What follows belongs to an exercise in optimizing a design on an open flow for small area, a short achievable clock period and few clock cycles per item; a production flow would make more cautious choices. At most, simulation tests tie the RTL to the original design; equivalence was not proved.

==> flow/design.v (excerpt) <==
module sphincs_compute_H_msg (
  input  wire         CLK,
  input  wire         RST,         
  input  wire         start,       
  input  wire [127:0] R_in,
  input  wire [127:0] PKseed,
  input  wire [127:0] PKroot,
  input  wire [263:0] msg,         
  output wire [271:0] H_msg,       
  output reg          valid
);
Settings: LEC_CHECK=0, ABC_CLOCK_PERIOD_IN_PS=5000, CAP_MARGIN=20, CORE_MARGIN=2, CORE_UTILIZATION=40, SETUP_SLACK_MARGIN=4, SLEW_MARGIN=20; clock period 10.0 ns.
run.sh (not shown) runs the stock make flow with config.mk's settings and CLKGATE_MAP_FILE= SYNTH_SCRIPT=/design/flow/synth_recipe.tcl, a recipe that flattens the netlist after the stock synthesis.
Edit:
--- a/flow/config.mk
+++ b/flow/config.mk
@@ -8 +7,0 @@
-export ABC_CLOCK_PERIOD_IN_PS = 5000
@@ -12 +10,0 @@
-export SETUP_SLACK_MARGIN = 4
=>
- worst setup slack degrades by 1.4 ns
- register-to-register slack degrades by 1.4 ns
- first-iteration DRC count shrinks by 3.0%
- clock-buffer cell count grows by 9
- final cell count is about the same
Function was not checked in any run of this note: the RTL went through the layout flow alone.

* * *

Another version of the RTL of sphincs_compute_H_msg (not shown whole).
Size: ~58000 um^2 of cells after synthesis.
clock: 10.0 ns
lec_check: 0
abc_clock_period_in_ps: 2500
cap_margin: 20
core_margin: 2
core_utilization: 40
setup_slack_margin: 5
slew_margin: 20
standard.sh (not shown) runs the stock make flow with config.mk's settings and CLKGATE_MAP_FILE= SYNTH_SCRIPT=/design/flow/synth_recipe.tcl, a recipe that flattens the netlist after the stock synthesis.
==> flow/flow/run.sh <==
#!/bin/bash
# The standard layout (the standard.sh, standard synthesis unchanged), with
# every input and output port buffered by a buf_1 instead of the default
# clkdlybuf4s50_1 that buffer_ports picks.
set -euo pipefail
export BUFFER_PORTS_ARGS="-buffer_cell sky130_fd_sc_hd__buf_1"
bash standard.sh > standard_make.log 2>&1
Next try:
==> flow/flow/run.sh (replaced) <==
#!/bin/bash
# The standard layout (the standard.sh, standard synthesis unchanged), with
# every input and output port buffered by a buf_1 instead of the default
# clkdlybuf4s50_1 that buffer_ports picks, and timing repair aiming at a
# setup slack of 5.5 ns (the clock period stays the design's).
set -euo pipefail
export BUFFER_PORTS_ARGS="-buffer_cell sky130_fd_sc_hd__buf_1"
export SETUP_SLACK_MARGIN=5.5
bash standard.sh > standard_make.log 2>&1
SETUP_SLACK_MARGIN = default   (was 5)
Wire length increases slightly.
Core utilization rose by 2.6 points.
Global-route usage rose by 0.21 points.
Next try:
==> flow/flow/run.sh (replaced) <==
#!/bin/bash
# The standard layout (the standard.sh, standard synthesis unchanged), with
# every input and output port buffered by a buf_1 instead of the default
# clkdlybuf4s50_1 that buffer_ports picks.
set -euo pipefail
export BUFFER_PORTS_ARGS="-buffer_cell sky130_fd_sc_hd__buf_1"
bash standard.sh > standard_make.log 2>&1
CTS_BUF_LIST = sky130_fd_sc_hd__clkbuf_8   (was default)
CTS_CLUSTER_SIZE = 24   (was default)
SETUP_SLACK_MARGIN = 5   (was default)
What happened:
- non-clock buffer count came out lower by 117
- clock-buffer cell count goes up by 74
- routed wire length came out lower by 1.6%
- die area is unchanged
- register-to-register slack gets worse by 0.26 ns
No functional check of the RTL was part of any run of this note.

* * *

sphincs_compute_H_msg, a different RTL version from the one above (not shown whole).
Size in the first run: roughly 57000 um2 of cells after synthesis.
## sphincs_compute_H_msg
module sphincs_compute_H_msg (
  input  wire         CLK,
  input  wire         RST,         
  input  wire         start,       
  input  wire [127:0] R_in,
  input  wire [127:0] PKseed,
  input  wire [127:0] PKroot,
  input  wire [263:0] msg,         
  output wire [271:0] H_msg,       
  output reg          valid
);
Settings: LEC_CHECK=0, ABC_CLOCK_PERIOD_IN_PS=2500, CAP_MARGIN=20, CORE_MARGIN=2, CORE_UTILIZATION=40, SETUP_SLACK_MARGIN=5, SLEW_MARGIN=20; clock period 10.0 ns.
==> flow/flow/run.sh <==
#!/bin/bash
# The standard layout (the standard.sh, standard synthesis unchanged), with
# every input and output port buffered by a buf_1 instead of the default
# clkdlybuf4s50_1 that buffer_ports picks.
set -euo pipefail
export BUFFER_PORTS_ARGS="-buffer_cell sky130_fd_sc_hd__buf_1"
bash standard.sh > standard_make.log 2>&1
The starting point completed, yet does not pass: max-slew violations.
Testbench counts at the start, summed over its fixed seeds: cycles 33,792, hashes 128.
Change:
==> flow/flow/run.sh (replaced) <==
#!/bin/bash
# The standard layout (the standard.sh, standard synthesis unchanged), with
# every input and output port buffered by a buf_1 instead of the default
# clkdlybuf4s50_1 that buffer_ports picks, and timing repair aiming at a
# setup slack of 5.5 ns (the clock period stays the design's).
set -euo pipefail
export BUFFER_PORTS_ARGS="-buffer_cell sky130_fd_sc_hd__buf_1"
export SETUP_SLACK_MARGIN=5.5
bash standard.sh > standard_make.log 2>&1
--- a/flow/config.mk
+++ b/flow/config.mk
@@ -7,7 +7,6 @@
 export LEC_CHECK = 0
 export ABC_CLOCK_PERIOD_IN_PS = 2500
-export CAP_MARGIN = 20
+export CAP_MARGIN = 30
 export CORE_MARGIN = 2
 export CORE_UTILIZATION = 40
-export SETUP_SLACK_MARGIN = 5
-export SLEW_MARGIN = 20
+export SLEW_MARGIN = 35
This time the run produced a clean layout; cell area went up by 2.8%; setup slack improved by 0.47 ns; global-route usage came out higher by 1.4 points; routed wire length is higher by 3.2%; core utilization grows by 1.4 points; register-to-register slack improves by 0.47 ns; clock-buffer cell count drops by 6.
Change:
==> flow/flow/run.sh (replaced) <==
#!/bin/bash
# The standard layout (the standard.sh, standard synthesis unchanged), with
# every input and output port buffered by a buf_1 instead of the default
# clkdlybuf4s50_1 that buffer_ports picks, and timing repair aiming at a
# setup slack of 5.75 ns (the clock period stays the design's).
set -euo pipefail
export BUFFER_PORTS_ARGS="-buffer_cell sky130_fd_sc_hd__buf_1"
export SETUP_SLACK_MARGIN=5.75
bash standard.sh > standard_make.log 2>&1
=> The changed run ran to the end with no violations; critical path depth went up by 1; cell area goes up by 2.8%; via count shrinks by about 0.6%; cell count climbs by 0.71%; clock skew came out lower by 0.032 ns.

* * *

== the previous run ==
sphincs_compute_H_msg, a different RTL version from the one above (not shown whole).
Size in the first run: about 1100 flip-flops, roughly 58000 um^2 of cells after synthesis.
clock: 10.0 ns
lec_check: 0
abc_clock_period_in_ps: 4000
cap_margin: 20
core_margin: 2
core_utilization: 40
setup_slack_margin: 5
slew_margin: 20
run.sh (not shown) runs the stock make flow with config.mk's settings and CLKGATE_MAP_FILE= SYNTH_SCRIPT=/design/flow/synth_recipe.tcl, a recipe that flattens the netlist after the stock synthesis.
Stock flow here: none of the scripts above is used.
The previous run: done, clean on timing, DRC and antenna
Testbench counts of the previous run, summed over its fixed seeds: cycles 34,560, hashes 128.
--- input diff the previous run..the current run ---
==> flow/flow/run.sh (new file) <==
#!/bin/bash
# The standard layout (the standard.sh, standard synthesis unchanged), with
# every input and output port buffered by a buf_1 instead of the default
# clkdlybuf4s50_1 that buffer_ports picks.
set -euo pipefail
export BUFFER_PORTS_ARGS="-buffer_cell sky130_fd_sc_hd__buf_1"
bash standard.sh > standard_make.log 2>&1
==> flow/standard.sh (new file) <==
#!/bin/bash
# synth_recipe.tcl (not shown) runs the flow's synth.tcl, then flattens the netlist and writes it again
# the make line also repeats each setting of config.mk as NAME=value (left out here)
make -C /OpenROAD-flow-scripts/flow DESIGN_CONFIG=/design/flow/config.mk WORK_HOME=/design/flow/orfs CLKGATE_MAP_FILE= SYNTH_SCRIPT=/design/flow/synth_recipe.tcl "${@:-finish}"
removed: flow/run.sh
Comparing the previous run with the current run, the register area came out essentially unchanged. Synthesis-to-layout area growth: higher on the previous run. Most common cell after layout, fill and taps aside: sky130_fd_sc_hd__clkdlybuf4s50_1 -> the previous run, sky130_fd_sc_hd__buf_1 -> the current run. On shortest period the worst path allows: between the previous run and the current run, it ends up higher for the previous run.

* * *

Another version of the RTL of sphincs_compute_H_msg (not shown whole).
Size: ~5600 cells after synthesis, roughly 920 I/O pins, ~58000 um2 of cells after synthesis.
export LEC_CHECK = 0
export ABC_CLOCK_PERIOD_IN_PS = 4000
export CAP_MARGIN = 20
export CORE_MARGIN = 2
export CORE_UTILIZATION = 40
export SLEW_MARGIN = 20
create_clock -name core_clock -period 10.0 [get_ports {CLK}]
standard.sh (not shown) runs the stock make flow with config.mk's settings and CLKGATE_MAP_FILE= SYNTH_SCRIPT=/design/flow/synth_recipe.tcl, a recipe that flattens the netlist after the stock synthesis.
==> flow/flow/run.sh <==
#!/bin/bash
# The standard layout (the standard.sh, standard synthesis unchanged), with
# every input and output port buffered by a buf_1 instead of the default
# clkdlybuf4s50_1 that buffer_ports picks, and timing repair aiming at a
# setup slack of 6 ns (the clock period stays the design's).
set -euo pipefail
export BUFFER_PORTS_ARGS="-buffer_cell sky130_fd_sc_hd__buf_1"
export SETUP_SLACK_MARGIN=6
bash standard.sh > standard_make.log 2>&1
The first run went through all stages and came out clean.
Testbench counts at the start, summed over its fixed seeds: cycles 34,560, hashes 128.
Edit:
==> flow/flow/run.sh (replaced) <==
#!/bin/bash
# The standard layout (the standard.sh, standard synthesis unchanged), with
# every input and output port buffered by a buf_1 instead of the default
# clkdlybuf4s50_1 that buffer_ports picks.
set -euo pipefail
export BUFFER_PORTS_ARGS="-buffer_cell sky130_fd_sc_hd__buf_1"
bash standard.sh > standard_make.log 2>&1
- SETUP_SLACK_MARGIN: unset -> 5
- via count decreases by 3.9%
- critical path depth came out higher by 2
- global-route usage goes down by 1.1 points
- design area goes down by 9.2%
- utilization falls by 4.9 points
- maximum frequency decreases by 0.59%
- routed wire length falls by 2.5%
- count of clock-buffer cells in the layout rose by 6
- setup slack loses 29 ps
- sequential share of layout area went up by 3.3 points

## re-timing with driven ports
The results above use ideal ports. As a check the final layouts listed here were re-extracted and re-timed, cells and wires unchanged. Step 1 (the two cells are an assumption about what drives the block):
set clk [get_ports {CLK}]
set_driving_cell -lib_cell sky130_fd_sc_hd__clkbuf_16 $clk
set_driving_cell -lib_cell sky130_fd_sc_hd__buf_2 [delete_from_list [all_inputs] $clk]
Step 2 moves the port delays by t, midway between the first and last clock arrival at a register: inputs arrive t later, outputs are due t later. That takes back most of the time a late clock gives input paths. Three values: ideal ports, drivers, drivers and shift; two values: the first two.
| run | shift t [ns] | slack for setup (ns) | worst register clock-pin slew, ns | cell pins on the clock port's net |
|---|---|---|---|---|
| the first run of note 1 | 0.873 | 4.008 / 4.008 / 3.198 | 0.07 / 0.07 | 1 |
| the second run of note 1 | 0.911 | 2.640 / 2.640 / 2.378 | 0.08 / 0.08 | 1 |
| the first run of note 2 | 0.834 | 4.866 / 4.821 / 3.987 | 0.08 / 0.08 | 1 |
| the second run of note 2 | 0.829 | 4.946 / 4.960 / 4.131 | 0.07 / 0.07 | 1 |
| the third run of note 2 | 0.990 | 4.863 / 4.863 / 3.986 | 0.08 / 0.08 | 1 |
| the first run of note 3 | 0.835 | 4.805 / 4.805 / 4.033 | 0.08 / 0.08 | 1 |
| the second run of note 3 | 0.845 | 5.279 / 5.279 / 4.618 | 0.07 / 0.07 | 1 |
| the third run of note 3 | 0.853 | 5.255 / 5.255 / 4.699 | 0.07 / 0.07 | 1 |
| the previous run | 0.844 | 4.685 / 4.689 / 3.864 | 0.07 / 0.07 | 1 |
| the current run | 0.847 | 4.844 / 4.844 / 4.088 | 0.07 / 0.07 | 1 |
| the first run of note 5 | 0.835 | 5.010 / 5.010 / 4.324 | 0.08 / 0.08 | 1 |
| the second run of note 5 | 0.841 | 4.981 / 4.981 / 4.238 | 0.08 / 0.08 | 1 |
For the first run of note 2, which loses most, drivers alone change the setup slack by -0.045 ns; drivers and shift together by -0.879 ns.
